Background: an optimization exercise with open tools, aiming at small area and a short achievable clock period. Do not read the settings as production practice.
Function was checked by simulation only, so behaviour that the tests miss may differ from the original.

## Multiplier
module Multiplier(
  input         clock,
                reset,
                io_in_valid,
  input  [31:0] io_a,
                io_b,
  input  [1:0]  io_op,
  output [31:0] io_res,
  output        io_res_valid
);
export LEC_CHECK = 0
export ABC_AREA = 1
export CAP_MARGIN = 20
export CORE_MARGIN = 2
export CORE_UTILIZATION = 40
export SETUP_SLACK_MARGIN = 2.0
export SLEW_MARGIN = 20
create_clock -name core_clock -period 5.6 [get_ports {clock}]
standard.sh (not shown) runs the stock make flow with config.mk's settings and CLKGATE_MAP_FILE= SYNTH_SCRIPT=/design/flow/synth_recipe.tcl, a recipe that flattens the netlist after the stock synthesis.
==> flow/flow/run.sh <==
#!/bin/bash
# Own layout flow: the standard flow (standard.sh), with one extra step
# between synthesis and floorplan: flow/polfix.py removes the needless
# inverters that Yosys's full-adder extraction leaves around full-adder cells
# (a full adder is self-dual, so each may be built in either polarity).
# Registers, ports and all other cells are kept as synthesis made them.
# Each tool's output goes to a log file of its own in the work folder.
set -euo pipefail
cd "$(dirname "$0")/.."
R=orfs/results/${FLOW_PLATFORM:-sky130hd}/Multiplier/base
# Port buffers: buf_4 instead of the delay cell buffer_ports picks by default
# (every port still gets its own buffer).
PORTBUF="BUFFER_PORTS_ARGS=-buffer_cell sky130_fd_sc_hd__buf_4"
bash standard.sh "$PORTBUF" synth > flow_synth.log 2>&1
cp "$R/1_2_yosys.v" 1_2_yosys.std.v
python3 flow/polfix.py 1_2_yosys.std.v 1_2_yosys.pol.v > flow_polfix.log 2>&1
cp 1_2_yosys.pol.v "$R/1_2_yosys.v"
rm -f "$R/1_synth.odb" "$R/1_synth.sdc"
bash standard.sh "$PORTBUF" finish > flow_finish.log 2>&1
Other scripts of this flow, unchanged in this note and not shown: flow/flow/polfix.py
==> next run, changes <==
- SETUP_SLACK_MARGIN: 2.0 -> 2.2
=>
- flip-flop and latch count does not change
- maximum frequency rises by 1.1%
- global-route usage came out higher by 0.63 points
- clock skew is higher by 0.0072 ns
- worst hold slack barely changes
- worst setup slack gets better by 0.038 ns
- die area stays the same
- area after synthesis does not change
- wire length increases by 2.0%
- utilization rose by 2.0 points
==> next run, changes <==
- SETUP_SLACK_MARGIN: 2.2 -> 1.8
Effect: Clock-buffer cell count falls by 5; sequential share of layout area rises by 1.1 points; fmax falls by 7.7%.
==> next run, changes <==
- ABC_AREA: 1 -> unset
- SETUP_SLACK_MARGIN: 1.8 -> 2.0
After rerunning: The new run passed the timing, design-rule and antenna checks. Cell count is higher by about a fifth. Wire length is higher by a quarter to a third. Critical path depth is lower by 4.

* * *

Setup of old:
Multiplier, a different RTL version from the one above (not shown whole).
For scale: about 3600 cells after synthesis, ~33000 um^2 of cells after synthesis.
clock: 5.6 ns
lec_check: 0
abc_area: 1
cap_margin: 20
core_margin: 2
core_utilization: 40
setup_slack_margin: 2.0
slew_margin: 20
==> flow/flow/run.sh <==
#!/bin/bash
# Own layout flow: the standard flow (standard.sh), with one extra step
# between synthesis and floorplan: flow/polfix.py removes the needless
# inverters that Yosys's full-adder extraction leaves around full-adder cells
# (a full adder is self-dual, so each may be built in either polarity).
# Registers, ports and all other cells are kept as synthesis made them.
# Each tool's output goes to a log file of its own in the work folder.
set -euo pipefail
cd "$(dirname "$0")/.."
R=orfs/results/${FLOW_PLATFORM:-sky130hd}/Multiplier/base
bash standard.sh synth > flow_synth.log 2>&1
cp "$R/1_2_yosys.v" 1_2_yosys.std.v
python3 flow/polfix.py 1_2_yosys.std.v 1_2_yosys.pol.v > flow_polfix.log 2>&1
cp 1_2_yosys.pol.v "$R/1_2_yosys.v"
rm -f "$R/1_synth.odb" "$R/1_synth.sdc"
bash standard.sh > flow_finish.log 2>&1
Other scripts of this flow, unchanged in this note and not shown: flow/flow/polfix.py
old has completed all stages; timing, DRC and antenna checks passed.
Edits applied to the flow inputs when going from old to new:
diff --git a/flow/flow/run.sh b/flow/flow/run.sh
--- a/flow/flow/run.sh
+++ b/flow/flow/run.sh
@@ -9,8 +9,11 @@
 cd "$(dirname "$0")/.."
 R=orfs/results/${FLOW_PLATFORM:-sky130hd}/Multiplier/base
-bash standard.sh synth > flow_synth.log 2>&1
+# Port buffers: buf_4 instead of the delay cell buffer_ports picks by default
+# (every port still gets its own buffer).
+PORTBUF="BUFFER_PORTS_ARGS=-buffer_cell sky130_fd_sc_hd__buf_4"
+bash standard.sh "$PORTBUF" synth > flow_synth.log 2>&1
 cp "$R/1_2_yosys.v" 1_2_yosys.std.v
 python3 flow/polfix.py 1_2_yosys.std.v 1_2_yosys.pol.v > flow_polfix.log 2>&1
 cp 1_2_yosys.pol.v "$R/1_2_yosys.v"
 rm -f "$R/1_synth.odb" "$R/1_synth.sdc"
-bash standard.sh > flow_finish.log 2>&1
+bash standard.sh "$PORTBUF" finish > flow_finish.log 2>&1
==> run notes <==
- Re number of buffer and inverter stages on the critical path: old and new aren't equal, and the lower value belongs to old.
- new ended with less initial antenna violation count than old.
- Re synthesized cell count: no difference whatsoever between old and new.
- Run comparison: old launch point of the critical path io_b[21]; new launch point of the critical path io_a[9]
- Per the comparison of new with old, non-clock buffer count decreased about 36%, first-pass GRT wire length decreased by 1.5% relative to the old numbers.
- Final core utilization in new is 1.6 points below old.

==> static timing again, ports no longer ideal <==
No port has a modelled driver above. Below, the same layouts with a new extraction and two added sets of constraints. Step 1 sets driving cells, clkbuf_16 on the clock port and buf_2 on the other inputs (assumed; they add their load-dependent delay and slew). Step 2 times the ports against the registers' clock, not the clock port: input delays grow and output delays shrink by t, the midpoint of the rising clock arrivals with the driver on. Slacks: ideal ports / drivers / drivers and shift; pairs: ideal ports / drivers.
run | t (ns) | setup WS [ns] | hold WS [ns]
the first run of note 1 | 0.637 | 2.028 / 2.028 / 1.413 | 0.404 / 0.404 / 0.404
the second run of note 1 | 0.643 | 2.066 / 2.066 / 1.601 | 0.404 / 0.404 / 0.404
the third run of note 1 | 0.643 | 1.770 / 1.770 / 1.205 | 0.406 / 0.406 / 0.406
the fourth run of note 1 | 0.659 | 1.733 / 1.733 / 1.353 | 0.418 / 0.418 / 0.418
old | 0.643 | 2.003 / 2.016 / 1.415 | 0.409 / 0.409 / 0.409
new | 0.635 | 2.035 / 2.074 / 1.439 | 0.405 / 0.405 / 0.405
After both steps every run listed still meets setup and hold. The setup slack of the first run of note 1, which loses most, moves by 0.000 ns with the drivers and by -0.615 ns with both steps.
